What follows belongs to an exercise in optimizing a design on an open flow for small area, a short achievable clock period and few clock cycles per item; a production flow would make more cautious choices.
No functional check of the RTL was part of any run shown here.
No activity file was given, so power comes from the tool's default toggle rates.

File: design/flow/flow/run.sh
#!/bin/bash
# The standard ORFS flow (standard.sh) with two changes:
#  - synthesis does not extract full/half adder cells (ABC maps that logic)
#  - port buffers are buf_1 cells (the resizer upsizes those that timing needs)
# make's full output goes to flow.log; ORFS keeps each step's log under orfs/logs.
bash standard.sh ADDER_MAP_FILE= "BUFFER_PORTS_ARGS=-buffer_cell sky130_fd_sc_hd__buf_1" finish > flow.log 2>&1
File: design/flow/standard.sh
#!/bin/bash
# synth_recipe.tcl (not shown) runs the flow's synth.tcl, then flattens the netlist and writes it again
# the make line also repeats each setting of config.mk as NAME=value (left out here)
make -C /OpenROAD-flow-scripts/flow DESIGN_CONFIG=/design/flow/config.mk WORK_HOME=/design/flow/orfs CLKGATE_MAP_FILE= SYNTH_SCRIPT=/design/flow/synth_recipe.tcl "${@:-finish}"
File: design/flow/config.mk
export PLATFORM = sky130hd
export DESIGN_NAME = restoringDividerFinal
export DESIGN_NICKNAME = restoringDividerFinal
export VERILOG_FILES = /design/flow/design.v
export SDC_FILE = /design/flow/constraint.sdc
export NUM_CORES = 4
export LEC_CHECK = 0
export ABC_AREA = 1
export CAP_MARGIN = 20
export CORE_MARGIN = 2
export CORE_UTILIZATION = 60
export CTS_BUF_LIST = sky130_fd_sc_hd__clkbuf_4 sky130_fd_sc_hd__clkbuf_8
export SETUP_SLACK_MARGIN = 1.9
export SLEW_MARGIN = 20
File: design/flow/constraint.sdc
create_clock -name core_clock -period 4.0 [get_ports {clk}]
set_input_delay 0.8000 -clock core_clock [delete_from_list [all_inputs] [get_ports {clk}]]
set_output_delay 0.8000 -clock core_clock [all_outputs]
set_load 0.01 [all_outputs]
File: design/flow/design.v
`timescale 1ns / 1ps
module restoringDividerFinal (
    input  logic        clk,
    input  logic        rst,
    input  logic        start,
    input  logic        toggle,
    input  logic        push,
    input  logic [15:0] user_input,
    output logic        valid,
    output logic [6:0]  seg,
    output logic [7:0]  an,
    output logic [15:0] quotient,
    output logic [15:0] remainder
);
    function automatic logic [3:0] msb_pos(input logic [15:0] v);
        logic [7:0] v8;
        logic [3:0] v4;
        logic [1:0] v2;
        msb_pos[3] = |v[15:8];
        v8 = msb_pos[3] ? v[15:8] : v[7:0];
        msb_pos[2] = |v8[7:4];
        v4 = msb_pos[2] ? v8[7:4] : v8[3:0];
        msb_pos[1] = |v4[3:2];
        v2 = msb_pos[1] ? v4[3:2] : v4[1:0];
        msb_pos[0] = v2[1];
    endfunction
    logic [15:0] divisor, dividend;
    logic [3:0]  pb, pa;            
    logic [3:0]  m;                 
    logic        zero_q;            
    logic [3:0]  in_pos;            
    logic [4:0]  m_new_a;           
    logic [4:0]  m_new_b;           
    assign in_pos = msb_pos(user_input);
    always_comb begin
        m_new_a = {1'b0, in_pos} - {1'b0, pb};
        m_new_b = {1'b0, pa} - {1'b0, in_pos};
    end
    always_ff @(posedge clk or posedge rst) begin
        if (rst) begin
            divisor  <= 16'd0;
            dividend <= 16'd0;
            pb       <= 4'd0;
            pa       <= 4'd0;
            m        <= 4'd0;
            zero_q   <= 1'b1;
        end else if (push) begin
            if (toggle) begin
                divisor <= user_input;
                pb      <= in_pos;
                m       <= m_new_b[3:0];
                zero_q  <= m_new_b[4] || (user_input == 16'd0);
            end else begin
                dividend <= user_input;
                pa       <= in_pos;
                m        <= m_new_a[3:0];
                zero_q   <= m_new_a[4] || (divisor == 16'd0);
            end
        end
    end
    logic [15:0] rem_reg;           
    logic [15:0] quo_reg;           
    logic        abit;              
    logic [3:0]  count;             
    logic        busy;
    logic        pre_ok;            
    logic [15:0] init_rem;
    always_comb begin
        logic [15:0] sh;
        sh = {1'b0, dividend[15:1]};
        if (m[0]) sh = {1'b0, sh[15:1]};
        if (m[1]) sh = {2'b0, sh[15:2]};
        if (m[2]) sh = {4'b0, sh[15:4]};
        if (m[3]) sh = {8'b0, sh[15:8]};
        init_rem = zero_q ? dividend : sh;
    end
    logic [16:0] shifted;
    logic [16:0] borrow;            
    logic [15:0] rem_sub;           
    logic        qbit;
    logic [3:0]  next_index;
    always_comb begin
        logic [16:0] g, t;
        shifted = {rem_reg, abit};
        g = ~shifted & {1'b0, divisor};       
        t = ~shifted | {1'b0, divisor};       
        for (int l = 0; l < 5; l++) begin
            for (int i = 0; i < 17; i++) begin
                if ((i >> l) % 2 == 1) begin
                    g[i] = g[i] | (t[i] & g[((i >> l) << l) - 1]);
                    t[i] = t[i] & t[((i >> l) << l) - 1];
                end
            end
        end
        borrow     = {g[15:0], 1'b0};
        qbit       = ~g[16];
        rem_sub    = shifted[15:0] ^ ({16{qbit}} & (divisor ^ borrow[15:0]));
        next_index = busy ? count - 4'd1 : (start ? m : 4'd0);
    end
    logic        one_step;          
    logic        step_now;          
    always_comb begin
        one_step = (m == 4'd0) && pre_ok;
        step_now = busy || (start && !zero_q && one_step);
    end
    always_ff @(posedge clk) begin
        if (step_now) begin
            rem_reg <= rem_sub;
            quo_reg <= {quo_reg[14:0] & {15{busy}}, qbit};
        end else if (start) begin
            rem_reg <= init_rem;
            quo_reg <= 16'd0;
        end else begin
            rem_reg <= {1'b0, dividend[15:1]};
            quo_reg <= 16'd0;
        end
        count <= busy ? count - 4'd1 : m;
        abit  <= dividend[next_index];
    end
    always_ff @(posedge clk or posedge rst) begin
        if (rst) begin
            busy   <= 1'b0;
            valid  <= 1'b0;
            pre_ok <= 1'b0;
        end else begin
            if (busy) begin
                busy  <= (count != 4'd0);
                valid <= (count == 4'd0);
            end else begin
                busy  <= start && !zero_q && !one_step;
                valid <= start && (zero_q || one_step);
            end
            pre_ok <= !busy && !start && !(push && !toggle);
        end
    end
    assign remainder = rem_reg;
    assign quotient  = quo_reg;
    logic [31:0] shown, shown_next;     
    logic [3:0]  div_count;             
    logic        phase;
    logic        scan_tick;             
    logic [7:0]  an_next;
    logic [3:0]  digit_next;
    logic [6:0]  seg_next;
    always_comb begin
        shown_next = valid ? {quotient, remainder} : shown;
        an_next    = scan_tick ? {an[6:0], an[7]} : an;
        digit_next = 4'd0;
        for (int i = 0; i < 8; i++)
            digit_next = digit_next | (shown_next[i*4 +: 4] & {4{~an_next[i]}});
        case (digit_next)
            4'h0: seg_next = 7'b1000000;
            4'h1: seg_next = 7'b1111001;
            4'h2: seg_next = 7'b0100100;
            4'h3: seg_next = 7'b0110000;
            4'h4: seg_next = 7'b0011001;
            4'h5: seg_next = 7'b0010010;
            4'h6: seg_next = 7'b0000010;
            4'h7: seg_next = 7'b1111000;
            4'h8: seg_next = 7'b0000000;
            4'h9: seg_next = 7'b0011000;
            4'hA: seg_next = 7'b0001000;
            4'hB: seg_next = 7'b0000011;
            4'hC: seg_next = 7'b1000110;
            4'hD: seg_next = 7'b0100001;
            4'hE: seg_next = 7'b0000110;
            default: seg_next = 7'b0001110;
        endcase
    end
    always_ff @(posedge clk or posedge rst) begin
        if (rst) begin
            shown     <= 32'd0;
            div_count <= 4'd0;
            phase     <= 1'b0;
            scan_tick <= 1'b0;
            an        <= 8'b11111110;
            seg       <= 7'b1000000;
        end else begin
            shown <= shown_next;
            if (div_count == 4'd10) begin
                div_count <= 4'd0;
                phase     <= ~phase;
            end else begin
                div_count <= div_count + 4'd1;
            end
            scan_tick <= (div_count == 4'd9) && !phase;
            an  <= an_next;
            seg <= seg_next;
        end
    end
endmodule
==> reports/results.ini, run 1 <==
[sta]
slew-limit-headroom_pct=52.01
fin_crit_sh_pct=58.44
hold_violations=0
fmax_mhz=427.8
setup_tns_ns=0
fin_ws_ns=1.662
final_max_slew_viol_count=0
fin_crit_ns=2.338
setup_violations=0
fin_skew_ns=0.01603
rsz0062_at_grt=yes
tightest_slew_ns=0.7191

[floorplanning]
dieArea_mm2=0.01357
io_pins=69
fp-row-count=41
core-area_mm2=0.01247
die_h_um=116.5
start_util_pct=60.89
die-width_um=116.5

[critical_path]
path_delay_family=simple AND/OR/NAND/NOR gates
worstPathCellList=buf_12 -> buf_4 -> mux2_2 -> nand2_1 -> nand2_1 -> nor4_4 -> nand2_1 -> o32ai_1
critPathMaxFanout=5
path_class=flop to flop
crit_top_cell=nand2_1
cp.required_ns=4.33
end_kind=flop
arrival_ns=2.67
max_stage_delay_ns=0.55
path_buf_inv=2
worstSetupStartpointType=flop
cp_slowest_cell=dfrtp_4

[global_route]
gr-total-overflow=0
grt_pass1_vias=6588
grt_max_degree=57
grtUsageTotal_pct=32.80
grt_pass1_wl_um=33780
antenna_found_initial=0

[placement]
place_congestion=0.9479
placed_cell_area_mm2=0.008038
placed_cells=1241
dp.final_hpwl_um=14770
pre_cts_ws_ns=1.082
port_buffers=68

[logic_synthesis]
ys_seq_area_share_pct=43.21
syn_avg_cell_area_um2=7.390
syn_inst=1027
synth_cell_types=54
synth_warnings=1
syn_area_mm2=0.007590
synth-seq-cells=138
syn_nets=1048

[layout]
fin_nets=1171
fin_area_mm2=0.009709
regMostFlops=shown
final_util_pct=77.89
largest_reg_flops=32
diodes=0
drive_gt1_share_pct=25.88
stdcell_count=1335
fillerInstances=906
syn2layout_area_growth_pct=27.93
multi_input_area_mm2=0.004237
seqCellArea_mm2=0.003294

[power]
swShare_pct=45.73
power.internal_mw=3.742
leakagePower_nw=4.615
combPwrFrac_pct=53.1
p_switching_mw=3.153
p_per_area_mw_per_mm2=710.1
clockPowerShare_pct=17.0
seqPwrFrac_pct=29.9
vdd_drop_max_uv=530.2

[cts]
path_clk_slew_ns=0.09
numCtsBuffers=17
h-tree-depth=4
worstSkewPairLatency_ns=0.47
cts.sinks=138
clock-root-buffer=clkbuf_8
cts_tree=built
clockBufferDepth=2

[detailed_routing]
first_iter_violations=801
drt-wirelength-per-cell_um=17.57
drt_pass1_iterations=7
routed_wl_um=23460
routed-via-count=7510
drc_errors=0
antenna_left=0
vias_per_cell=5.625

[outcome]
status=complete, no violations

[run]
maxCapViolCount=0

[min_path]
hp-class=primary input to async pin

## area by class of cell
cell class	instances	area share, %
multi-input combinational	713	43.63
tap	172	2.216
inverter	143	5.786
clock buffer	18	2.552
clock inverter	14	1.521
timing repair buffer	137	10.36
sequential	138	33.93
## layer usage
metal / routed length [µm] / GRT usage (%)
met2: 10900 / 48.88
met1: 10180 / 48.02
met4: 428 / 11.35
met5: 0 / 0
met3: 1940 / 6.435
## Yosys cell counts (all sizes together)
cell type  count  share of area (%)
o21ai        110                7.4
a31oi          4               0.33
nor3           8               0.53
buf           12                1.1
a22oi          2               0.20
and2           1              0.082
xnor2          5               0.58
a211oi         4               0.40
a41o           1               0.13
o21a           1              0.099
maj3           1               0.13
a22o           4               0.46
o221ai         8               0.92
o21bai         2               0.20
nor4          12                1.5
mux2          17                2.6
inv          142                7.0
o211ai        11                1.1
or2            6               0.49
dfxtp         37                9.8
and3           2               0.16
clkinv         1              0.049
o22ai          9               0.74
dfrtp         92                 30
o311ai         2               0.23
dfstp          9                3.1
nor2          87                4.5
a21oi         38                2.6
nand3         57                4.1
o2111ai        2               0.23
clkbuf        22                1.1
xor2          14                1.7
nand4          3               0.25
o32ai          1               0.12
mux2i          5               0.66
nand2        294                 15
o31ai          1              0.099
## kinds of logic after synthesis
logic type | share of synthesized area, %
AOI/OAI and AO/OA | 15.25
xor gates and xnor gates | 2.292
adders and majority gates | 0.1319
buffers and inverters | 9.248
DFF | 43.21
muxes | 3.281
and+or+nand+nor | 26.59
## power groups by stage
stage	sequential [mW]	clock, mW	combinational, mW
after floorplan	1.99	0	1.91
after global placement	2.06	0	2.40
after CTS	2.02	1.17	2.90
after detailed placement	2.07	0	2.43
after global routing	2.10	1.23	3.97
final	2.06	1.17	3.66
## cells in the final DEF (no fill, tap or decap), types with 20 or more instances in the layout
| cell | count |
|---|---|
| a21oi_1 | 22 |
| buf_1 | 60 |
| buf_4 | 53 |
| dfrtp_1 | 87 |
| dfxtp_1 | 36 |
| inv_1 | 124 |
| nand2_1 | 243 |
| nand2_2 | 44 |
| nand3_1 | 30 |
| nand3_2 | 20 |
| nor2_1 | 61 |
| o21ai_0 | 86 |
## what timing repair did
item	in CTS	in global routing
resized for setup	72	143
setup buffers	27	29
endpoints found under the setup margin	30	29
hold buffers	0	0
pin swaps	25	53
cloned	2	3
## worst register-to-register path, stage by stage (launching register included)
cell and delay, ns:
dfrtp_4 0.55, buf_12 0.16, buf_4 0.13, mux2_2 0.29
nand2_1 0.07, nand2_1 0.11, nor4_4 0.39, nand2_1 0.16
o32ai_1 0.35
## per-stage QoR
stage	total power, mW	hold slack [ns]
after detailed placement	4.499	0.4389
final	6.895	0.3023
after global placement	4.458	0.4345
after CTS	6.089	0.4515
after global routing	7.305	0.3126
after floorplan	3.894	0.4301
## path summary, 6_finish.rpt
path | from | to | slack (ns) | depth (start not counted)
worst max-delay path | valid$_DFF_PP0_ | seg[2]$_DFF_PP0_ | 1.66 | 8
worst min-delay path | rst | dividend[14]$_DFFE_PP0P_ | 0.30 | 2
worst max register to register | valid$_DFF_PP0_ | seg[2]$_DFF_PP0_ | 1.66 | 8
worst min register to register | quo_reg[14]$_SDFF_PP0_ | quo_reg[15]$_SDFF_PP0_ | 0.45 | 2
max in group asynchronous | rst | an[4]$_DFF_PP1_ | 3.05 | 3
min in group core_clock | quo_reg[14]$_SDFF_PP0_ | quo_reg[15]$_SDFF_PP0_ | 0.45 | 2
==> run 2: changes to the inputs <==
==> design/flow/design.v (replaced) <==
`timescale 1ns / 1ps
module restoringDividerFinal (
    input  logic        clk,
    input  logic        rst,
    input  logic        start,
    input  logic        toggle,
    input  logic        push,
    input  logic [15:0] user_input,
    output logic        valid,
    output logic [6:0]  seg,
    output logic [7:0]  an,
    output logic [15:0] quotient,
    output logic [15:0] remainder
);
    function automatic logic [3:0] msb_pos(input logic [15:0] v);
        logic [7:0] v8;
        logic [3:0] v4;
        logic [1:0] v2;
        msb_pos[3] = |v[15:8];
        v8 = msb_pos[3] ? v[15:8] : v[7:0];
        msb_pos[2] = |v8[7:4];
        v4 = msb_pos[2] ? v8[7:4] : v8[3:0];
        msb_pos[1] = |v4[3:2];
        v2 = msb_pos[1] ? v4[3:2] : v4[1:0];
        msb_pos[0] = v2[1];
    endfunction
    logic [15:0] divisor, dividend;
    logic [3:0]  pb, pa;            
    always_ff @(posedge clk or posedge rst) begin
        if (rst) begin
            divisor  <= 16'd0;
            dividend <= 16'd0;
            pb       <= 4'd0;
            pa       <= 4'd0;
        end else if (push) begin
            if (toggle) begin
                divisor <= user_input;
                pb      <= msb_pos(user_input);
            end else begin
                dividend <= user_input;
                pa       <= msb_pos(user_input);
            end
        end
    end
    logic [15:0] rem_reg;           
    logic [15:0] quo_reg;           
    logic        abit;              
    logic [3:0]  count;             
    logic        busy;
    logic [4:0]  m_diff;            
    logic [3:0]  m;                 
    logic        zero_q;            
    logic [15:0] init_rem;
    always_comb begin
        m_diff   = {1'b0, pa} - {1'b0, pb};
        m        = m_diff[3:0];
        zero_q   = m_diff[4] || (divisor == 16'd0);
        init_rem = zero_q ? dividend : ((dividend >> 1) >> m);
    end
    logic [16:0] shifted;
    logic [16:0] diff;
    logic        qbit;
    logic [3:0]  next_index;
    always_comb begin
        shifted    = {rem_reg, abit};
        diff       = shifted - {1'b0, divisor};
        qbit       = ~diff[16];
        next_index = busy ? count - 4'd1 : m;
    end
    always_ff @(posedge clk) begin
        if (busy) begin
            rem_reg <= qbit ? diff[15:0] : shifted[15:0];
            quo_reg <= {quo_reg[14:0], qbit};
            count   <= count - 4'd1;
        end else begin
            rem_reg <= init_rem;
            quo_reg <= 16'd0;
            count   <= m;
        end
        abit <= dividend[next_index];
    end
    always_ff @(posedge clk or posedge rst) begin
        if (rst) begin
            busy  <= 1'b0;
            valid <= 1'b0;
        end else if (busy) begin
            busy  <= (count != 4'd0);
            valid <= (count == 4'd0);
        end else begin
            busy  <= start && !zero_q;
            valid <= start && zero_q;
        end
    end
    assign remainder = rem_reg;
    assign quotient  = quo_reg;
    logic [31:0] shown, shown_next;     
    logic [3:0]  div_count;             
    logic        phase;
    logic        scan_tick;
    logic [7:0]  an_next;
    logic [3:0]  digit_next;
    logic [6:0]  seg_next;
    always_comb begin
        shown_next = valid ? {quotient, remainder} : shown;
        scan_tick  = (div_count == 4'd10) && !phase;
        an_next    = scan_tick ? {an[6:0], an[7]} : an;
        digit_next = 4'd0;
        for (int i = 0; i < 8; i++)
            digit_next = digit_next | (shown_next[i*4 +: 4] & {4{~an_next[i]}});
        case (digit_next)
            4'h0: seg_next = 7'b1000000;
            4'h1: seg_next = 7'b1111001;
            4'h2: seg_next = 7'b0100100;
            4'h3: seg_next = 7'b0110000;
            4'h4: seg_next = 7'b0011001;
            4'h5: seg_next = 7'b0010010;
            4'h6: seg_next = 7'b0000010;
            4'h7: seg_next = 7'b1111000;
            4'h8: seg_next = 7'b0000000;
            4'h9: seg_next = 7'b0011000;
            4'hA: seg_next = 7'b0001000;
            4'hB: seg_next = 7'b0000011;
            4'hC: seg_next = 7'b1000110;
            4'hD: seg_next = 7'b0100001;
            4'hE: seg_next = 7'b0000110;
            default: seg_next = 7'b0001110;
        endcase
    end
    always_ff @(posedge clk or posedge rst) begin
        if (rst) begin
            shown     <= 32'd0;
            div_count <= 4'd0;
            phase     <= 1'b0;
            an        <= 8'b11111110;
            seg       <= 7'b1000000;
        end else begin
            shown <= shown_next;
            if (div_count == 4'd10) begin
                div_count <= 4'd0;
                phase     <= ~phase;
            end else begin
                div_count <= div_count + 4'd1;
            end
            an  <= an_next;
            seg <= seg_next;
        end
    end
endmodule
==> design/flow/run.sh (new file) <==
#!/bin/bash
# synth_recipe.tcl (not shown) runs the flow's synth.tcl, then flattens the netlist and writes it again
# the make line also repeats each setting of config.mk as NAME=value (left out here)
make -C /OpenROAD-flow-scripts/flow DESIGN_CONFIG=/design/flow/config.mk WORK_HOME=/design/flow/orfs CLKGATE_MAP_FILE= SYNTH_SCRIPT=/design/flow/synth_recipe.tcl finish
==> design/flow/config.mk (replaced) <==
export PLATFORM = sky130hd
export DESIGN_NAME = restoringDividerFinal
export DESIGN_NICKNAME = restoringDividerFinal
export VERILOG_FILES = /design/flow/design.v
export SDC_FILE = /design/flow/constraint.sdc
export NUM_CORES = 4
export LEC_CHECK = 0
export CAP_MARGIN = 20
export CORE_MARGIN = 2
export CORE_UTILIZATION = 40
export SLEW_MARGIN = 20
removed: design/flow/flow/run.sh
removed: design/flow/standard.sh
==> run 2 against run 1 <==
Compared with the run above:
- clock power grew 38%
- synthesized area shrank 6.4%
- sequential share of layout area grew 1.8 points
- sequential power shrank 2%
- setup slack lost 0.98 ns
- register-to-register slack lost 0.98 ns
- via count shrank 29%
- synthesized cell count shrank 36%
- combinational power shrank 9.6%
- first-iteration DRC count shrank 58%
- flip-flop and latch count shrank 7
- largest cell class unchanged
==> reports/results.ini, run 2 <==
[layout]
regMostFlops=shown
drive_gt1_share_pct=15.44  ; -10 points
fillerInstances=1570  ; +73%
final_common_cell=dfrtp_1
stdcell_count=970  ; -27%
diodes=0  ; unchanged
largest_reg_flops=32  ; unchanged
layout_common_cells=85 x dfrtp_1, 74 x mux2i_1, 68 x clkdlybuf4s50_1
fin_nets=781  ; -33%
syn2layout_area_growth_pct=22.10
fin_area_mm2=0.008676  ; -11%

[cts]
cts_tree=built
post-cts-setup-buffer-count=0  ; -100%
cts.sinks=131  ; -5.1%
cts_resized=0  ; -100%
ctsHoldBuffers=0  ; unchanged
numCtsBuffers=17  ; unchanged
clockBufferDepth=2  ; unchanged
worstSkewPairLatency_ns=0.43  ; -0.04 ns
clock-root-buffer=clkbuf_16
path_clk_slew_ns=0.06  ; -0.03 ns
h-tree-depth=4  ; unchanged

[placement]
placed_cell_area_mm2=0.008063  ; +0.31%
dp.final_hpwl_um=13790  ; -6.6%
port_buffers=68  ; unchanged
placed_cells=938  ; -24%
place_congestion=0.8445  ; -11%
pre_cts_ws_ns=0.7279  ; -0.3545 ns

[logic_synthesis]
synth_top_area_share_pct=30.29  ; -0.046 points
synthTopCellsByCount=86 x dfrtp_1, 74 x mux2i_1, 66 x inv_1
ys_seq_area_share_pct=43.67  ; +0.46 points
syn_avg_cell_area_um2=10.77  ; +46%
synthTopCellsByArea=dfrtp_1 30%, dfxtp_1 10%, mux2i_1 10%, mux2_2 6.7%, mux4_2 4.8%
synth_top_area_cell=dfrtp_1
synthMostInstantiatedCell=dfrtp_1
syn_nets=709  ; -32%
syn_inst=660  ; -36%
ys.flop_type=dfrtp_1
synth_edf_count=0  ; unchanged
syn_area_mm2=0.007106  ; -6.4%
synth_warnings=1  ; unchanged
synth_cell_types=59  ; +9.3%
synth-seq-cells=131  ; -5.1%
async_flop_share_pct=71.76  ; -1.4 points

[power]
vdd_drop_max_uv=417.4  ; -21%
leakagePower_nw=3.836  ; -17%
p_per_area_mw_per_mm2=799.9  ; +13%

[detailed_routing]
drc_errors=0  ; unchanged
antenna_left=0  ; unchanged
routed-via-count=5337  ; -29%
wl_met2_um=8910  ; -18%
drt-wirelength-per-cell_um=18.76  ; +6.8%
maxUsedRoutingLayer=met4
first_iter_violations=336  ; -58%
routed_wl_um=18200  ; -22%
vias_per_cell=5.502  ; -2.2%
wl_met3_um=763  ; -61%
drt_pass1_iterations=5  ; -2
wl_met1_um=8010  ; -21%

[sta]
rsz0062_at_grt=no
final_max_slew_viol_count=0  ; unchanged
fin_skew_ns=0.006889  ; -0.009144 ns
setup_tns_ns=0  ; unchanged
hold_violations=0  ; unchanged
fin_crit_ns=3.318  ; +0.9800 ns
fin_crit_sh_pct=82.94  ; +24 points
tightest_slew_ns=1.044  ; +0.3254 ns
fmax_mhz=301.4  ; -30%
fin_ws_ns=0.6823  ; -0.9800 ns
timing.hold.ws_ns=0.4770  ; +0.1747 ns
setup_violations=0  ; unchanged
slew-limit-headroom_pct=30.29  ; -22 points

[floorplanning]
start_util_pct=40.94  ; -20 points
io_pins=69  ; unchanged
die_h_um=137.3  ; +18%
die-width_um=137.3  ; +18%
core-area_mm2=0.01736  ; +39%
fp-row-count=48  ; +17%
dieArea_mm2=0.01885  ; +39%

[critical_path]
arrival_ns=3.65  ; +0.98 ns
max_stage_delay_ns=0.71  ; +0.16 ns
worstSetupStartpointType=flop
worstPathCellList=inv_1 -> ha_1 -> fa_1 -> nor2b_1 -> o31a_1 -> o21ai_1 -> and3b_1 -> or3_1 -> and2_1 -> a211oi_1
path_class=flop to flop
path_delay_family=simple AND/OR/NAND/NOR gates
critPathMaxFanout=18  ; +13
path_buf_inv=1  ; -1
cp.required_ns=4.33  ; about the same
end_kind=flop
cp_slowest_cell=or3_1

[outcome]
status=complete, no violations

[global_route]
grt_pass1_vias=5330  ; -19%
gr-total-overflow=0  ; unchanged
antenna_found_initial=0  ; unchanged
grtUsageTotal_pct=20.28  ; -13 points
grt_pass1_wl_um=28620  ; -15%
grt_max_degree=47  ; -18%

[run]
maxCapViolCount=0  ; unchanged

[min_path]
hp-class=flop to flop

[run 2: worst paths after layout]
kind / depth (start not counted) / from / end / slack (ns)
max: 10 / abit$_DFF_P_ / rem_reg[14]$_DFF_P_ / 0.68
min: 2 / pb[2]$_DFFE_PP0P_ / pb[2]$_DFFE_PP0P_ / 0.48
max reg2reg: 10 / abit$_DFF_P_ / rem_reg[14]$_DFF_P_ / 0.68
min reg2reg: 2 / pb[2]$_DFFE_PP0P_ / pb[2]$_DFFE_PP0P_ / 0.48
max in group asynchronous: 3 / rst / seg[6]$_DFF_PP1_ / 2.42
min in group asynchronous: 2 / rst / shown[1]$_DFF_PP0_ / 0.82
[run 2: logic make-up after synthesis]
| family | after synthesis | synth area share, % |
|---|---|---|
| buffers and inverters | 92 | 4.930 |
| XOR/XNOR | 17 | 2.096 |
| flip-flops | 131 | 43.67 |
| AO/OA/AOI/OAI | 131 | 12.08 |
| multiplexers | 132 | 21.99 |
| AND/OR/NAND/NOR | 129 | 10.09 |
| adder cells (fa/ha/maj) | 28 | 5.142 |
[run 2: stage by stage]
step                      utilization (%)  power [mW]
after floorplan                         -       4.330
after global placement              46.45       5.255
after detailed placement            46.45       5.349
after CTS                           49.99       6.969
after global routing                49.99       7.377
final                               49.99       6.940
[run 2: power by group]
part,leakage (nW),total (mW),switching (mW),internal (mW)
clock,0.288,1.61,0.599,1.01
sequential,1.44,2.02,0.346,1.68
combinational,2.11,3.31,1.75,1.56
[run 2: per-layer routing]
layer	vias to the layer above	GRT usage [%]
met3	37	4.231
met1	2621	24.72
li1	2526	-
met5	-	0
met4	0	9.507
met2	153	34.33
[run 2: final cells by class]
class | instances | area (µm²) | share of cell area, %
tap | 225 | 281.5 | 3.245
multi-input combinational | 437 | 3656 | 42.14
inverter | 67 | 252.7 | 2.913
clock inverter | 12 | 156.4 | 1.803
timing repair buffer | 78 | 768.2 | 8.855
clock buffer | 20 | 456.7 | 5.264
sequential | 131 | 3104 | 35.78
[run 2: worst reg2reg max path, cell delays in order (launching register included)]
cell and delay, ns:
dfxtp_1 0.38, inv_1 0.08, ha_1 0.21, fa_1 0.40, nor2b_1 0.19, o31a_1 0.28
o21ai_1 0.16, and3b_1 0.21, or3_1 0.71, and2_1 0.37, a211oi_1 0.26
==> run 3: changes to the inputs <==
--- a/design/flow/config.mk
+++ b/design/flow/config.mk
@@ -5,7 +5,9 @@
 export SDC_FILE = /design/flow/constraint.sdc
 export NUM_CORES = 4
 export LEC_CHECK = 0
+export ABC_CLOCK_PERIOD_IN_PS = 2000
 export CAP_MARGIN = 20
 export CORE_MARGIN = 2
-export CORE_UTILIZATION = 40
+export CORE_UTILIZATION = 60
+export SETUP_SLACK_MARGIN = 2.0
 export SLEW_MARGIN = 20
==> run 3 against run 2 <==
Compared with the run above:
- still clean on timing, DRC and antenna
- via count is 12% higher
- worst hold slack hardly changed
- cell area is 14% higher
- register-to-register slack better by 0.58 ns
- critical path type unchanged
- largest power group unchanged
==> reports/results.ini, run 3 <==
[cts]
cts.sinks=131  ; unchanged
h-tree-depth=4  ; unchanged
path_clk_slew_ns=0.06  ; about the same
clock-root-buffer=clkbuf_16
cts_tree=built
numCtsBuffers=17  ; unchanged
clockBufferDepth=2  ; unchanged
worstSkewPairLatency_ns=0.43  ; about the same

[logic_synthesis]
syn_inst=660  ; unchanged
synthTopCellsByArea=dfrtp_1 30%, dfxtp_1 10%, mux2i_1 10%, mux2_2 6.7%, mux4_2 4.8%
syn_nets=709  ; unchanged
ys.flop_type=dfrtp_1
synth_top_area_share_pct=30.29  ; unchanged
synth-seq-cells=131  ; unchanged
ys_seq_area_share_pct=43.67  ; unchanged
syn_avg_cell_area_um2=10.77  ; unchanged
async_flop_share_pct=71.76  ; unchanged
syn_area_mm2=0.007106  ; unchanged
synth_top_area_cell=dfrtp_1
synthMostInstantiatedCell=dfrtp_1
synthTopCellsByCount=86 x dfrtp_1, 74 x mux2i_1, 66 x inv_1
synth_edf_count=0  ; unchanged
synth_cell_types=59  ; unchanged
synth_warnings=1  ; unchanged

[global_route]
grt_max_degree=53  ; +13%
top_usage_layer=met2
use_met3_pct=5.249  ; +1.0 points
grt_util_met2_pct=61.28  ; +27 points
antenna_found_initial=0  ; unchanged
gr-total-overflow=0  ; unchanged
grt_pass1_wl_um=32840  ; +15%
grtUsageTotal_pct=33.75  ; +13 points
grt_pass1_vias=6056  ; +14%
met1_usage_pct=39.17  ; +14 points

[floorplanning]
core-area_mm2=0.01147  ; -34%
io_pins=69  ; unchanged
fp-row-count=39  ; -19%
dieArea_mm2=0.01273  ; -32%
die_h_um=112.8  ; -18%
die-width_um=112.8  ; -18%
start_util_pct=61.96  ; +21 points

[sta]
fin_crit_sh_pct=68.36  ; -15 points
fin_skew_ns=0.008431  ; +0.001542 ns
slew-limit-headroom_pct=55.75  ; +25 points
timing.hold.ws_ns=0.4771  ; +0.00003800 ns
fmax_mhz=365.7  ; +21%
tightest_slew_ns=0.6637  ; -0.3808 ns
final_max_slew_viol_count=0  ; unchanged
rsz0062_at_grt=yes
fin_ws_ns=1.266  ; +0.5833 ns
setup_violations=0  ; unchanged
hold_violations=0  ; unchanged
setup_tns_ns=0  ; unchanged
fin_crit_ns=2.734  ; -0.5833 ns

[critical_path]
path_buf_inv=4  ; +3
end_kind=flop
cp_slowest_cell=dfrtp_1
cp.required_ns=4.34  ; about the same
path_delay_family=simple AND/OR/NAND/NOR gates
worstPathCellList=nand2b_4 -> nor3_4 -> buf_6 -> buf_16 -> mux2_4 -> o22ai_4 -> nor4_4 -> buf_4 -> ha_4 -> inv_1 -> mux2_4 -> o22ai_2
worstSetupStartpointType=flop
critPathMaxFanout=5  ; -13
arrival_ns=3.08  ; -0.57 ns
rr_worst_depth=12  ; +2
r2r-end=seg[4]$_DFF_PP0_
path_class=flop to flop
rrSetupSlack_ns=1.27  ; +0.58 ns
max_stage_delay_ns=0.39  ; -0.32 ns
crit_top_cell=mux2_4
r2r_start=div_count[2]$_DFF_PP0_

[layout]
final_common_cell=dfrtp_1
syn2layout_area_growth_pct=39.13
multi_input_area_mm2=0.004398  ; +20%
seqCellArea_mm2=0.003129  ; +0.81%
largest_reg_flops=32  ; unchanged
fillerInstances=586  ; -63%
fin_nets=845  ; +8.2%
layout_common_cells=84 x dfrtp_1, 63 x mux2i_1, 59 x inv_1
drive_gt1_share_pct=39.18  ; +24 points
regMostFlops=shown
diodes=0  ; unchanged
stdcell_count=952  ; -1.9%

[detailed_routing]
routed-via-count=6002  ; +12%
drt-wirelength-per-cell_um=22.98  ; +23%
antenna_left=0  ; unchanged
routed_wl_um=21880  ; +20%
first_iter_violations=405  ; +21%
drt_pass1_iterations=6  ; +1
vias_per_cell=6.305  ; +15%
drc_errors=0  ; unchanged

[placement]
placed_cells=855  ; -8.8%
port_buffers=68  ; unchanged
dp.final_hpwl_um=12700  ; -8.0%
place_congestion=0.9339  ; +11%
pre_cts_ws_ns=0.9164  ; +0.1885 ns

[power]
p_switching_mw=3.334  ; +24%
power.internal_mw=5.023  ; +18%
clockPowerShare_pct=20.0  ; -3.2 points
leakagePower_nw=4.457  ; +16%
vdd_drop_max_uv=622.9  ; +49%
seqPwrFrac_pct=24.9  ; -4.3 points
p_total_mw=8.357  ; +20%
swShare_pct=39.90  ; +1.1 points
combPwrFrac_pct=55.1  ; +7.5 points
p_per_area_mw_per_mm2=845.3  ; +5.7%

[min_path]
hold_depth=2  ; unchanged
hp-class=flop to flop
min_from=pa[3]$_DFFE_PP0P_
hold_path_end=pa[3]$_DFFE_PP0P_

[outcome]
status=complete, no violations

[run]
maxCapViolCount=0  ; unchanged

==> run 3: cell counts after synthesis <==
Identical to the previous run, type by type.
==> run 3: metrics by stage <==
stage	area (µm²)	util (%)
floorplan	7378	-
global placement	8159	71.15
detailed placement	8159	71.15
CTS	9507	82.90
global route	9886	86.21
finish	9886	86.21
==> run 3: power groups by stage <==
stage	registers, mW	logic [mW]	clock network (mW)
2_1_floorplan	1.95	2.66	0
3_3_place_gp	2.04	3.36	0
3_5_place_dp	2.05	3.45	0
4_1_cts	2.04	4.03	1.67
5_1_grt	2.11	4.88	1.74
6_report	2.08	4.61	1.67
==> run 3: tightest hold or removal path, delay by kind of cell (launching register included) <==
family | cells | cell delay [ns]
and+or+nand+nor | 1 | 0.05
AOI/OAI and AO/OA | 1 | 0.05
DFF | 1 | 0.34
==> run 3: final cells by class <==
cell class              count  share of cell area, %
well taps                 143                  1.810
repair buffers            140                  12.96
flip-flops and latches    131                  31.65
clock inverters            12                  1.810
clock buffers              20                  4.620
multi-input cells         439                  44.49
inverters                  67                  2.658
==> run 3: worst max-delay path by stage <==
stage                                start                  to  depth (start not counted)
floorplan           div_count[2]$_DFF_PP0_    seg[3]$_DFF_PP0_                          9
global placement       rem_reg[12]$_DFF_P_  rem_reg[0]$_DFF_P_                          8
detailed placement     rem_reg[12]$_DFF_P_  rem_reg[1]$_DFF_P_                          8
CTS                      pa[0]$_DFFE_PP0P_  rem_reg[1]$_DFF_P_                         10
global route        div_count[2]$_DFF_PP0_    seg[4]$_DFF_PP0_                         12
finish              div_count[2]$_DFF_PP0_    seg[4]$_DFF_PP0_                         12
==> run 3: repair_timing <==
action	CTS	global route
cloned	3	1
hold buffers	0	0
buffers inserted	42	19
gates resized for setup	166	86
setup endpoints to repair	114	38
pin swaps	28	43
==> run 3: logic make-up (layout without fill, tap and decap cells) <==
kind of cell,count (synthesis),in the layout,synth area share (%)
AO/OA/AOI/OAI,131,132,12.08
XOR/XNOR,17,17,2.096
adder cells (fa/ha/maj),28,28,5.142
buffers and inverters,92,239,4.930
flip-flops,131,131,43.67
multiplexers,132,132,21.99
AND/OR/NAND/NOR,129,130,10.09
==> run 3: per-layer routing <==
| layer | wire length (µm) | vias to the layer above |
|---|---|---|
| li1 | - | 2662 |
| met4 | 928 | 0 |
| met1 | 7936 | 2981 |
| met5 | 0 | - |
| met3 | 1356 | 71 |
| met2 | 11660 | 288 |
==> run 4: changes to the inputs <==
--- a/design/flow/config.mk
+++ b/design/flow/config.mk
@@ -5,9 +5,9 @@
 export SDC_FILE = /design/flow/constraint.sdc
 export NUM_CORES = 4
 export LEC_CHECK = 0
-export ABC_CLOCK_PERIOD_IN_PS = 2000
+export ABC_CLOCK_PERIOD_IN_PS = 2500
 export CAP_MARGIN = 20
 export CORE_MARGIN = 2
 export CORE_UTILIZATION = 60
-export SETUP_SLACK_MARGIN = 2.0
+export SETUP_SLACK_MARGIN = 1.5
 export SLEW_MARGIN = 20
==> run 4 against run 3 <==
Compared with the run above:
- die area unchanged
- via count down 4.0%
- sequential share of layout area up 1.7 points
- largest cell class unchanged
- largest power group unchanged
- sequential power down 3%
- flip-flop and latch count unchanged
==> reports/results.ini, run 4 <==
[critical_path]
path_delay_family=simple AND/OR/NAND/NOR gates
path_class=flop to flop
worstSetupStartpointType=flop
cp.required_ns=4.34  ; about the same
crit_top_cell=mux2_4
end_kind=flop
rrSetupSlack_ns=1.27  ; about the same
path_buf_inv=3  ; -1
worstPathCellList=nand2b_4 -> nor3_4 -> clkbuf_16 -> mux2_4 -> o22ai_4 -> nor4_4 -> buf_4 -> ha_4 -> inv_2 -> mux2_4 -> o22ai_2
cp_slowest_cell=nor4_4
arrival_ns=3.07  ; about the same
critPathMaxFanout=5  ; unchanged
max_stage_delay_ns=0.41  ; +0.02 ns

[logic_synthesis]
ys_seq_area_share_pct=43.67  ; unchanged
synth_top_area_share_pct=30.29  ; unchanged
syn_area_mm2=0.007106  ; unchanged
synth_edf_count=0  ; unchanged
synth_cell_types=59  ; unchanged
synthTopCellsByCount=86 x dfrtp_1, 74 x mux2i_1, 66 x inv_1
synth_warnings=1  ; unchanged
async_flop_share_pct=71.76  ; unchanged
syn_inst=660  ; unchanged
syn_avg_cell_area_um2=10.77  ; unchanged
synthTopCellsByArea=dfrtp_1 30%, dfxtp_1 10%, mux2i_1 10%, mux2_2 6.7%, mux4_2 4.8%
ys.flop_type=dfrtp_1
syn_nets=709  ; unchanged
synthMostInstantiatedCell=dfrtp_1
synth-seq-cells=131  ; unchanged
synth_top_area_cell=dfrtp_1

[layout]
drive_gt1_share_pct=27.95  ; -11 points
final_common_cell=dfrtp_1
fillerInstances=686  ; +17%
stdcell_count=923  ; -3.0%
layout_common_cells=84 x dfrtp_1, 69 x mux2i_1, 68 x clkdlybuf4s50_1
diodes=0  ; unchanged
largest_reg_flops=32  ; unchanged
regMostFlops=shown
multi_input_area_mm2=0.004110  ; -6.5%
fin_nets=816  ; -3.4%
final_util_pct=81.39  ; -4.8 points
syn2layout_area_growth_pct=31.34
seqCellArea_mm2=0.003109  ; -0.64%

[sta]
rsz0062_at_grt=yes
slew-limit-headroom_pct=33.95  ; -22 points
hold_violations=0  ; unchanged
fin_ws_ns=1.267  ; +0.001720 ns
fin_crit_ns=2.733  ; -0.001720 ns
setup_violations=0  ; unchanged
final_max_slew_viol_count=0  ; unchanged
fin_crit_sh_pct=68.32  ; about the same
fin_skew_ns=0.005743  ; -0.002688 ns
tightest_slew_ns=0.9884  ; +0.3247 ns
setup_tns_ns=0  ; unchanged
fmax_mhz=365.9  ; about the same

[global_route]
antenna_found_initial=0  ; unchanged
grt_max_degree=52  ; -1.9%
grt_pass1_wl_um=29120  ; -11%
gr-total-overflow=0  ; unchanged
grt_pass1_vias=5686  ; -6.1%
grtUsageTotal_pct=29.34  ; -4.4 points

[placement]
port_buffers=68  ; unchanged
dp.final_hpwl_um=12350  ; -2.8%
place_congestion=0.9611  ; +2.9%
pre_cts_ws_ns=0.9291  ; +0.01271 ns
placed_cells=854  ; -0.12%

[detailed_routing]
vias_per_cell=6.245  ; -0.95%
antenna_left=0  ; unchanged
routed-via-count=5764  ; -4.0%
drt-wirelength-per-cell_um=21.08  ; -8.3%
routed_wl_um=19460  ; -11%
first_iter_violations=370  ; -8.6%
drt_pass1_iterations=5  ; -1
drc_errors=0  ; unchanged

[min_path]
hp-class=flop to flop

[cts]
clockBufferDepth=2  ; unchanged
cts_tree=built
ctsHoldBuffers=0  ; unchanged
worstSkewPairLatency_ns=0.42  ; about the same
cts.sinks=131  ; unchanged
numCtsBuffers=17  ; unchanged
path_clk_slew_ns=0.06  ; about the same
h-tree-depth=4  ; unchanged
clock-root-buffer=clkbuf_16

[power]
vdd_drop_max_uv=498.7  ; -20%
p_per_area_mw_per_mm2=820.5  ; -2.9%
p_total_mw=7.657  ; -8.4%
leakagePower_nw=4.075  ; -8.6%

[run]
maxCapViolCount=0  ; unchanged

[floorplanning]
die_h_um=112.8  ; unchanged
dieArea_mm2=0.01273  ; unchanged
io_pins=69  ; unchanged
start_util_pct=61.96  ; unchanged
die-width_um=112.8  ; unchanged
core-area_mm2=0.01147  ; unchanged
fp-row-count=39  ; unchanged

[outcome]
status=complete, no violations

run 4: cell types whose count changed in the layout (fill, tap and decap cells not counted), moves of 8 or more:
cell / change
clkdlybuf4s50_1: +62
buf_6: -11
dfxtp_1: +16
clkbuf_2: -8
dlygate4sd2_1: -43
buf_4: -15
dfxtp_2: -16
run 4: final cells by class:
cell class / count / share of cell area, %
well taps: 143 / 1.917
clock inverters: 12 / 1.126
clock buffers: 20 / 5.001
multi-input cells: 438 / 44.04
repair buffers: 112 / 11.84
flip-flops and latches: 131 / 33.32
inverters: 67 / 2.762
run 4: worst min-delay path: cells and delay by family, from the launching register on:
family             cells  cell delay [ns]
DFF                    1             0.34
AOI/OAI and AO/OA      1             0.06
and+or+nand+nor        1             0.04
run 4: worst paths after layout:
| path | to | depth (start not counted) | start |
|---|---|---|---|
| worst min register to register | pb[1]$_DFFE_PP0P_ | 2 | pb[1]$_DFFE_PP0P_ |
| min in group asynchronous | valid$_DFF_PP0_ | 2 | rst |
| worst max-delay path | seg[4]$_DFF_PP0_ | 11 | div_count[2]$_DFF_PP0_ |
| max in group asynchronous | seg[6]$_DFF_PP1_ | 3 | rst |
| worst max register to register | seg[4]$_DFF_PP0_ | 11 | div_count[2]$_DFF_PP0_ |
| worst min-delay path | pb[1]$_DFFE_PP0P_ | 2 | pb[1]$_DFFE_PP0P_ |
run 4: logic make-up after synthesis:
family	share of synthesized area, %
muxes	21.99
AOI/OAI and AO/OA	12.08
DFF	43.67
and+or+nand+nor	10.09
buffers and inverters	4.930
adders and majority gates	5.142
xor gates and xnor gates	2.096
run 4: metal layers:
metal,global-route usage [%],up-vias,wire length (µm)
met5,0,-,0
met4,15.69,0,847
met3,4.928,62,1036
met2,50.54,239,9969
met1,35.29,2859,7602
li1,-,2604,-
run 4: power breakdown:
part | switching (mW) | total, mW | internal (mW)
Sequential | 0.342 | 2.02 | 1.68
Clock | 0.588 | 1.49 | 0.901
Combinational | 2.10 | 4.15 | 2.05
run 4: per-stage QoR:
step,hold slack [ns],instance area (µm²)
after floorplan,0.4464,7226
after global placement,0.4598,8028
after detailed placement,0.4653,8028
after CTS,0.4800,8987
after global routing,0.5182,9333
final,0.4814,9333
run 4: timing repair:
action,in CTS,in global routing
cloned,1,1
pin swaps,18,17
endpoints found under the setup margin,27,26
setup buffers,22,13
hold endpoints to repair,0,0
gates resized for setup,41,43
==> run 5: changes to the inputs <==
--- a/design/flow/design.v
+++ b/design/flow/design.v
@@ -58,18 +58,32 @@
         init_rem = zero_q ? dividend : ((dividend >> 1) >> m);
     end
     logic [16:0] shifted;
-    logic [16:0] diff;
+    logic [16:0] bg, bp;            
+    logic [16:0] borrow;            
+    logic [15:0] diff;
     logic        qbit;
     logic [3:0]  next_index;
     always_comb begin
-        shifted    = {rem_reg, abit};
-        diff       = shifted - {1'b0, divisor};
-        qbit       = ~diff[16];
+        logic [16:0] g, p;
+        shifted = {rem_reg, abit};
+        bg = ~shifted & {1'b0, divisor};
+        bp = ~(shifted ^ {1'b0, divisor});
+        g = bg;
+        p = bp;
+        for (int d = 1; d < 17; d = d * 2) begin
+            for (int i = 16; i >= d; i--) begin
+                g[i] = g[i] | (p[i] & g[i-d]);
+                p[i] = p[i] & p[i-d];
+            end
+        end
+        borrow     = {g[15:0], 1'b0};
+        diff       = shifted[15:0] ^ divisor ^ borrow[15:0];
+        qbit       = ~g[16];
         next_index = busy ? count - 4'd1 : m;
     end
     always_ff @(posedge clk) begin
         if (busy) begin
-            rem_reg <= qbit ? diff[15:0] : shifted[15:0];
+            rem_reg <= qbit ? diff : shifted[15:0];
             quo_reg <= {quo_reg[14:0], qbit};
             count   <= count - 4'd1;
         end else begin
@@ -96,13 +110,12 @@
     logic [31:0] shown, shown_next;     
     logic [3:0]  div_count;             
     logic        phase;
-    logic        scan_tick;
+    logic        scan_tick;             
     logic [7:0]  an_next;
     logic [3:0]  digit_next;
     logic [6:0]  seg_next;
     always_comb begin
         shown_next = valid ? {quotient, remainder} : shown;
-        scan_tick  = (div_count == 4'd10) && !phase;
         an_next    = scan_tick ? {an[6:0], an[7]} : an;
         digit_next = 4'd0;
         for (int i = 0; i < 8; i++)
@@ -131,6 +144,7 @@
             shown     <= 32'd0;
             div_count <= 4'd0;
             phase     <= 1'b0;
+            scan_tick <= 1'b0;
             an        <= 8'b11111110;
             seg       <= 7'b1000000;
         end else begin
@@ -141,6 +155,7 @@
             end else begin
                 div_count <= div_count + 4'd1;
             end
+            scan_tick <= (div_count == 4'd9) && !phase;
             an  <= an_next;
             seg <= seg_next;
         end
--- a/design/flow/config.mk
+++ b/design/flow/config.mk
@@ -5,9 +5,8 @@
 export SDC_FILE = /design/flow/constraint.sdc
 export NUM_CORES = 4
 export LEC_CHECK = 0
-export ABC_CLOCK_PERIOD_IN_PS = 2500
 export CAP_MARGIN = 20
 export CORE_MARGIN = 2
 export CORE_UTILIZATION = 60
-export SETUP_SLACK_MARGIN = 1.5
+export SETUP_SLACK_MARGIN = 2.2
 export SLEW_MARGIN = 20
==> run 5 against run 4 <==
Compared with the run above:
- sequential power up 4%
- register-to-register slack about the same
- still clean
- largest cell class unchanged
- sequential share of layout area decreased by 1.2 points
- flip-flop and latch count is 1 higher
- largest power group unchanged
- core utilization up 5.6 points
- setup slack improved by 0.0032 ns
- critical path depth decreased by 3
- power grew 13%
==> reports/results.ini, run 5 <==
[layout]
fin_nets=887  ; +8.7%
syn2layout_area_growth_pct=39.91
layout_common_cells=82 x dfrtp_1, 57 x buf_6, 56 x mux2_2
diodes=0  ; unchanged
regMostFlops=shown
drive_gt1_share_pct=46.53  ; +19 points
final_common_cell=dfrtp_1
largest_reg_flops=32  ; unchanged

[logic_synthesis]
synth-seq-cells=132  ; +0.76%
ys.flop_type=dfrtp_1
synth_top_area_cell=dfrtp_1
synth_edf_count=0  ; unchanged
ys_seq_area_share_pct=43.70  ; about the same
syn_avg_cell_area_um2=10.43  ; -3.1%
synthTopCellsByArea=dfrtp_1 30%, dfxtp_1 10%, mux2_2 10%, mux2i_1 7.4%, ha_1 4.5%
synthTopCellsByCount=87 x dfrtp_1, 65 x mux2_2, 53 x mux2i_1
synth_warnings=1  ; unchanged
synth_cell_types=65  ; +10%
synth_top_area_share_pct=30.41  ; +0.13 points
syn_area_mm2=0.007158  ; +0.74%
syn_inst=686  ; +3.9%
synthMostInstantiatedCell=dfrtp_1
syn_nets=735  ; +3.7%
async_flop_share_pct=71.97  ; +0.21 points

[cts]
path_clk_slew_ns=0.06  ; about the same
clock-root-buffer=clkbuf_16
worstSkewPairLatency_ns=0.43  ; about the same
cts_tree=built
ctsHoldBuffers=0  ; unchanged
cts.sinks=132  ; +0.76%
clockBufferDepth=2  ; unchanged
numCtsBuffers=17  ; unchanged
h-tree-depth=4  ; unchanged

[global_route]
grt_pass1_vias=6304  ; +11%
antenna_found_initial=0  ; unchanged
met1_usage_pct=49.10  ; +14 points
gr-total-overflow=0  ; unchanged
grtUsageTotal_pct=35.34  ; +6.0 points
grt_pass1_wl_um=34710  ; +19%
use_met3_pct=7.606  ; +2.7 points
grt_util_met2_pct=56.13  ; +5.6 points
grt_max_degree=52  ; unchanged
top_usage_layer=met2

[floorplanning]
start_util_pct=62.16  ; +0.19 points
die-width_um=113.2  ; +0.35%
die_h_um=113.2  ; +0.35%
dieArea_mm2=0.01282  ; +0.71%
fp-row-count=39  ; unchanged
core-area_mm2=0.01152  ; +0.43%
io_pins=69  ; unchanged

[detailed_routing]
antenna_left=0  ; unchanged
first_iter_violations=795  ; +110%
drc_errors=0  ; unchanged
drt-wirelength-per-cell_um=24.46  ; +16%
routed_wl_um=24310  ; +25%
vias_per_cell=6.550  ; +4.9%
drt_pass1_iterations=16  ; +11
routed-via-count=6511  ; +13%

[sta]
fin_crit_sh_pct=68.24  ; -0.081 points
setup_violations=0  ; unchanged
final_max_slew_viol_count=0  ; unchanged
rsz0062_at_grt=yes
setup_tns_ns=0  ; unchanged
fin_crit_ns=2.729  ; -0.003240 ns
tightest_slew_ns=0.6546  ; -0.3338 ns
hold_violations=0  ; unchanged
fin_skew_ns=0.006965  ; +0.001223 ns
fmax_mhz=366.4  ; +0.12%
slew-limit-headroom_pct=56.36  ; +22 points

[critical_path]
path_class=flop to flop
worstSetupStartpointType=flop
critPathMaxFanout=6  ; +1
cp.required_ns=4.31  ; -0.03 ns
arrival_ns=3.04  ; -0.03 ns
end_kind=flop

[outcome]
status=complete, no violations

[placement]
port_buffers=68  ; unchanged
place_congestion=0.9584  ; -0.28%
dp.final_hpwl_um=13700  ; +11%

[power]
vdd_drop_max_uv=550.9  ; +10%
p_per_area_mw_per_mm2=864.9  ; +5.4%
leakagePower_nw=4.521  ; +11%
p_total_mw=8.662  ; +13%

[min_path]
hp-class=flop to flop

[run]
maxCapViolCount=0  ; unchanged

[run 5: changes by cell type in the layout (fill, tap and decap cells not counted), moves of 26 or more]
cell / delta
dfxtp_1: -30
mux2i_1: -29
clkdlybuf4s50_1: -61
buf_6: +50
buf_2: +26
[run 5: final timing paths]
| path | from | end | slack (ns) | cells after the start |
|---|---|---|---|---|
| max in group asynchronous | rst | divisor[12]$_DFFE_PP0P_ | 2.52 | 3 |
| hold / removal | quo_reg[7]$_SDFF_PN0_ | quo_reg[8]$_SDFF_PN0_ | 0.48 | 1 |
| min in group asynchronous | rst | valid$_DFF_PP0_ | 0.61 | 2 |
| hold reg to reg | quo_reg[7]$_SDFF_PN0_ | quo_reg[8]$_SDFF_PN0_ | 0.48 | 1 |
| setup reg to reg | valid$_DFF_PP0_ | seg[3]$_DFF_PP0_ | 1.27 | 8 |
| setup / recovery | valid$_DFF_PP0_ | seg[3]$_DFF_PP0_ | 1.27 | 8 |
[run 5: kinds of logic after synthesis]
family | synth area share, %
buffers and inverters | 4.632
AOI/OAI and AO/OA | 13.41
and+or+nand+nor | 11.45
adders and majority gates | 5.104
DFF | 43.70
xor gates and xnor gates | 2.080
muxes | 19.63
[run 5: layout make-up]
class / count / area [µm²]
clock inverters: 13 / 171.4
inverters: 45 / 180.2
well taps: 143 / 178.9
fillers: 554 / 1501
repair buffers: 163 / 1500
multi-input cells: 479 / 4328
clock buffers: 19 / 442.9
flip-flops and latches: 132 / 3213
[run 5: timing repair]
item                                    4_1_cts  5_1_grt
endpoints found under the hold margin         0        0
buffers inserted                             57       27
endpoints found under the setup margin      119       84
gates resized for setup                     361       92
pin swaps                                    28       39
cloned                                        3        2
[run 5: stage by stage]
step | utilization [%] | hold slack [ns] | cell area (µm²) | setup WS [ns] | instances
floorplan | - | 0.4292 | 7403 | 1.561 | 686
global placement | 70.42 | 0.4485 | 8109 | 1.109 | 873
detailed placement | 70.42 | 0.4741 | 8109 | 1.005 | 873
CTS | 83.19 | 0.4712 | 9580 | 1.347 | 965
global route | 86.96 | 0.4981 | 10010 | 1.222 | 994
finish | 86.96 | 0.4756 | 10010 | 1.271 | 994
[run 5: critical path, stage by stage (launching register included)]
cell     delay, ns
dfrtp_4       0.53
buf_8         0.16
mux2_4        0.33
a22oi_2       0.17
and3_4        0.20
nand4_1       0.21
ha_4          0.39
mux2_4        0.30
a221o_1       0.31
[run 5: where the power goes]
group | switching, mW | internal, mW
sequential | 0.334 | 1.76
clock | 0.640 | 1.01
combinational | 2.54 | 2.37
[run 5: layer usage]
layer | vias to the layer above | wire [µm]
met4 | 0 | 812
met3 | 95 | 2135
met5 | - | 0
met1 | 3217 | 9878
li1 | 2801 | -
met2 | 398 | 11490
==> run 6: changes to the inputs <==
--- a/design/flow/config.mk
+++ b/design/flow/config.mk
@@ -8,5 +8,6 @@
 export CAP_MARGIN = 20
 export CORE_MARGIN = 2
 export CORE_UTILIZATION = 60
+export CTS_BUF_LIST = sky130_fd_sc_hd__clkbuf_8
 export SETUP_SLACK_MARGIN = 2.2
 export SLEW_MARGIN = 20
==> run 6 against run 5 <==
Compared with the run above:
- still clean on timing, DRC and antenna
- routed wire length is 0.94% lower
- setup slack better by 0.053 ns
- die area stayed put
- core utilization is 0.42 points lower
- fmax is 2.0% higher
- flip-flop and latch count stayed put
- cell area is 0.49% lower
- global-route usage is 0.41 points higher
- worst hold slack worse by 0.0055 ns
- power is 5.6% lower
- critical path type unchanged
- largest cell class unchanged
- largest power group unchanged
==> reports/results.ini, run 6 <==
[sta]
hold_violations=0  ; unchanged
final_max_slew_viol_count=0  ; unchanged
setup_tns_ns=0  ; unchanged
fin_crit_sh_pct=66.92  ; -1.3 points
setup_violations=0  ; unchanged
slew-limit-headroom_pct=55.14  ; -1.2 points
tightest_slew_ns=0.6729  ; +0.01831 ns
rsz0062_at_grt=yes
fmax_mhz=373.6  ; +2.0%
fin_crit_ns=2.677  ; -0.05264 ns
fin_skew_ns=0.01452  ; +0.007550 ns

[layout]
seqCellArea_mm2=0.003207  ; -0.19%
final_common_cell=dfrtp_1
regMostFlops=shown
drive_gt1_share_pct=47.37  ; +0.84 points
fin_nets=893  ; +0.68%
syn2layout_area_growth_pct=39.22
multi_input_area_mm2=0.004355  ; +0.64%
final_util_pct=86.54  ; -0.42 points
stdcell_count=1000  ; +0.60%
layout_common_cells=82 x dfrtp_1, 67 x buf_6, 57 x mux2_2, 57 x buf_4, 41 x nand2_1
largest_reg_flops=32  ; unchanged
fillerInstances=555  ; +0.18%
diodes=0  ; unchanged

[critical_path]
worstPathCellList=buf_12 -> mux2_4 -> a22oi_2 -> and3_4 -> nand4_1 -> ha_4 -> mux2_4 -> a221o_1
max_stage_delay_ns=0.53  ; about the same
critPathMaxFanout=5  ; -1
crit_top_cell=mux2_4
path_delay_family=multiplexers
r2r-end=seg[3]$_DFF_PP0_
worstSetupStartpointType=flop
path_buf_inv=1  ; unchanged
rrSetupSlack_ns=1.32  ; +0.05 ns
cp_slowest_cell=dfrtp_4
path_class=flop to flop
r2r_start=valid$_DFF_PP0_
rr_worst_depth=8  ; unchanged
cp.depth=8  ; unchanged
arrival_ns=3.04  ; about the same
cp.required_ns=4.36  ; +0.05 ns
end_kind=flop

[global_route]
antenna_found_initial=1  ; +1
gr-total-overflow=0  ; unchanged
grt_max_degree=52  ; unchanged
grt_pass1_vias=6117  ; -3.0%
grtUsageTotal_pct=35.75  ; +0.41 points
grt_pass1_wl_um=34670  ; -0.10%

[detailed_routing]
first_iter_violations=562  ; -29%
antenna_left=0  ; unchanged
drt_pass1_iterations=17  ; +1
routed_wl_um=24090  ; -0.94%
routed-via-count=6546  ; +0.54%
drt-wirelength-per-cell_um=24.09  ; -1.5%
vias_per_cell=6.546  ; about the same
drc_errors=0  ; unchanged

[logic_synthesis]
synth_warnings=1  ; unchanged
synth-seq-cells=132  ; unchanged
synth_top_area_share_pct=30.41  ; unchanged
ys_seq_area_share_pct=43.70  ; unchanged
synthMostInstantiatedCell=dfrtp_1
async_flop_share_pct=71.97  ; unchanged
ys.flop_type=dfrtp_1
syn_area_mm2=0.007158  ; unchanged
syn_nets=735  ; unchanged
synth_cell_types=65  ; unchanged
syn_avg_cell_area_um2=10.43  ; unchanged
synthTopCellsByCount=87 x dfrtp_1, 65 x mux2_2, 53 x mux2i_1
synth_edf_count=0  ; unchanged
synth_top_area_cell=dfrtp_1
synthTopCellsByArea=dfrtp_1 30%, dfxtp_1 10%, mux2_2 10%, mux2i_1 7.4%, ha_1 4.5%
syn_inst=686  ; unchanged

[min_path]
hp-class=flop to flop
hold_path_end=quo_reg[5]$_SDFF_PN0_
hold_depth=1  ; unchanged
min_from=quo_reg[4]$_SDFF_PN0_

[cts]
cts_tree=built
path_clk_slew_ns=0.09  ; +0.03 ns
worstSkewPairLatency_ns=0.47  ; +0.04 ns
clock-root-buffer=clkbuf_8
h-tree-depth=4  ; unchanged
cts.sinks=132  ; unchanged
ctsHoldBuffers=0  ; unchanged
numCtsBuffers=17  ; unchanged
clockBufferDepth=2  ; unchanged

[floorplanning]
core-area_mm2=0.01152  ; unchanged
die_h_um=113.2  ; unchanged
dieArea_mm2=0.01282  ; unchanged
start_util_pct=62.16  ; unchanged
fp-row-count=39  ; unchanged
die-width_um=113.2  ; unchanged
io_pins=69  ; unchanged

[power]
leakagePower_nw=4.489  ; -0.72%
combPwrFrac_pct=59.5  ; +2.7 points
p_per_area_mw_per_mm2=820.4  ; -5.1%
p_switching_mw=3.416  ; -2.9%
vdd_drop_max_uv=519.4  ; -5.7%
power.internal_mw=4.760  ; -7.5%
clockPowerShare_pct=14.9  ; -4.1 points
seqPwrFrac_pct=25.5  ; +1.3 points
swShare_pct=41.78  ; +1.2 points
p_total_mw=8.176  ; -5.6%

[placement]
dp.final_hpwl_um=13700  ; unchanged
placed_cells=873  ; unchanged
port_buffers=68  ; unchanged
place_congestion=0.9584  ; unchanged

[run]
maxCapViolCount=0  ; unchanged

[outcome]
status=complete, no violations

## run 6: layer usage
| metal | wire length, µm | part of all wire, % | vias up | track usage, % |
|---|---|---|---|---|
| li1 | - | - | 2800 | - |
| met1 | 9496 | 39 | 3228 | 48.22 |
| met2 | 11550 | 48 | 429 | 57.17 |
| met3 | 2307 | 9.6 | 89 | 9.159 |
| met4 | 731 | 3.0 | 0 | 11.14 |
| met5 | 0 | 0 | - | 0 |
## run 6: cell type report
class                   instances  share of cell area, %
well taps                     143                  1.795
repair buffers                169                  16.27
inverters                      45                  1.808
clock inverters                14                  1.758
clock buffers                  18                  2.486
flip-flops and latches        132                  32.18
multi-input cells             479                  43.70
## run 6: metrics by stage
stage | hold slack (ns) | setup slack [ns] | cell area [µm²]
finish | 0.4702 | 1.323 | 9966
CTS | 0.4743 | 1.345 | 9413
global route | 0.4974 | 1.233 | 9966
detailed placement | 0.4741 | 1.005 | 8109
floorplan | 0.4292 | 1.561 | 7403
global placement | 0.4485 | 1.109 | 8109
## run 6: worst max-delay path by stage
stage	to	slack [ns]	startpoint
2_1_floorplan	seg[3]$_DFF_PP0_	1.56	valid$_DFF_PP0_
3_3_place_gp	rem_reg[8]$_DFF_P_	1.11	pa[0]$_DFFE_PP0P_
3_5_place_dp	seg[3]$_DFF_PP0_	1.01	valid$_DFF_PP0_
4_1_cts	abit$_DFF_P_	1.34	pa[0]$_DFFE_PP0P_
5_1_grt	rem_reg[6]$_DFF_P_	1.23	pa[0]$_DFFE_PP0P_
6_report	seg[3]$_DFF_PP0_	1.32	valid$_DFF_PP0_
## run 6: cell families (layout without fill, tap and decap cells)
logic type,after synthesis,in the layout,synth area share (%)
compound gates,147,148,13.41
xor+xnor,17,17,2.080
fa+ha+maj,28,28,5.104
buf+inv,77,246,4.632
flops,132,132,43.70
mux,125,125,19.63
simple gates,160,161,11.45
## run 6: timing repair
action / 4_1_cts / 5_1_grt
gates resized for setup: 387 / 77
pin swaps: 28 / 29
gates cloned: 3 / 3
setup endpoints to repair: 119 / 84
setup buffers: 61 / 28
## run 6: power by group through the flow
| stage | clock, mW | sequential (mW) | combinational [mW] |
|---|---|---|---|
| detailed placement | 0 | 2.11 | 3.43 |
| finish | 1.22 | 2.09 | 4.87 |
| floorplan | 0 | 1.97 | 2.64 |
| CTS | 1.22 | 2.04 | 4.19 |
| global route | 1.28 | 2.11 | 5.13 |
| global placement | 0 | 2.09 | 3.35 |

-- re-timing with driven ports --
The results above use ideal ports. As a check the final layouts listed here were re-extracted and re-timed, cells and wires unchanged. Step 1 assumes that a clkbuf_16 drives the clock port and a buf_2 every other input. Step 2 times the ports against the registers' clock, not the clock port: input delays grow and output delays shrink by t, the midpoint of the rising clock arrivals with the driver on. a / b / c = ideal / step 1 / step 2; a / b = the first two.
run | t (ns) | setup WS [ns] | worst hold slack (ns) | worst register clock-pin slew, ns | cell pins on the clock port's net
run 1 | 0.501 | 1.662 / 1.662 / 1.291 | 0.302 / 0.283 / 0.454 | 0.10 / 0.10 | 1
run 2 | 0.472 | 0.682 / 0.682 / 0.682 | 0.477 / 0.477 / 0.477 | 0.06 / 0.06 | 1
run 3 | 0.463 | 1.266 / 1.266 / 1.266 | 0.477 / 0.477 / 0.477 | 0.06 / 0.06 | 1
run 4 | 0.461 | 1.267 / 1.267 / 1.171 | 0.481 / 0.481 / 0.481 | 0.06 / 0.06 | 1
run 5 | 0.463 | 1.271 / 1.271 / 1.271 | 0.476 / 0.476 / 0.476 | 0.06 / 0.06 | 1
run 6 | 0.505 | 1.323 / 1.323 / 1.323 | 0.470 / 0.470 / 0.470 | 0.09 / 0.09 | 1
After both steps every run listed still meets setup and hold. For run 1, which loses most, drivers alone change the setup slack by 0.000 ns; drivers and shift together by -0.371 ns.
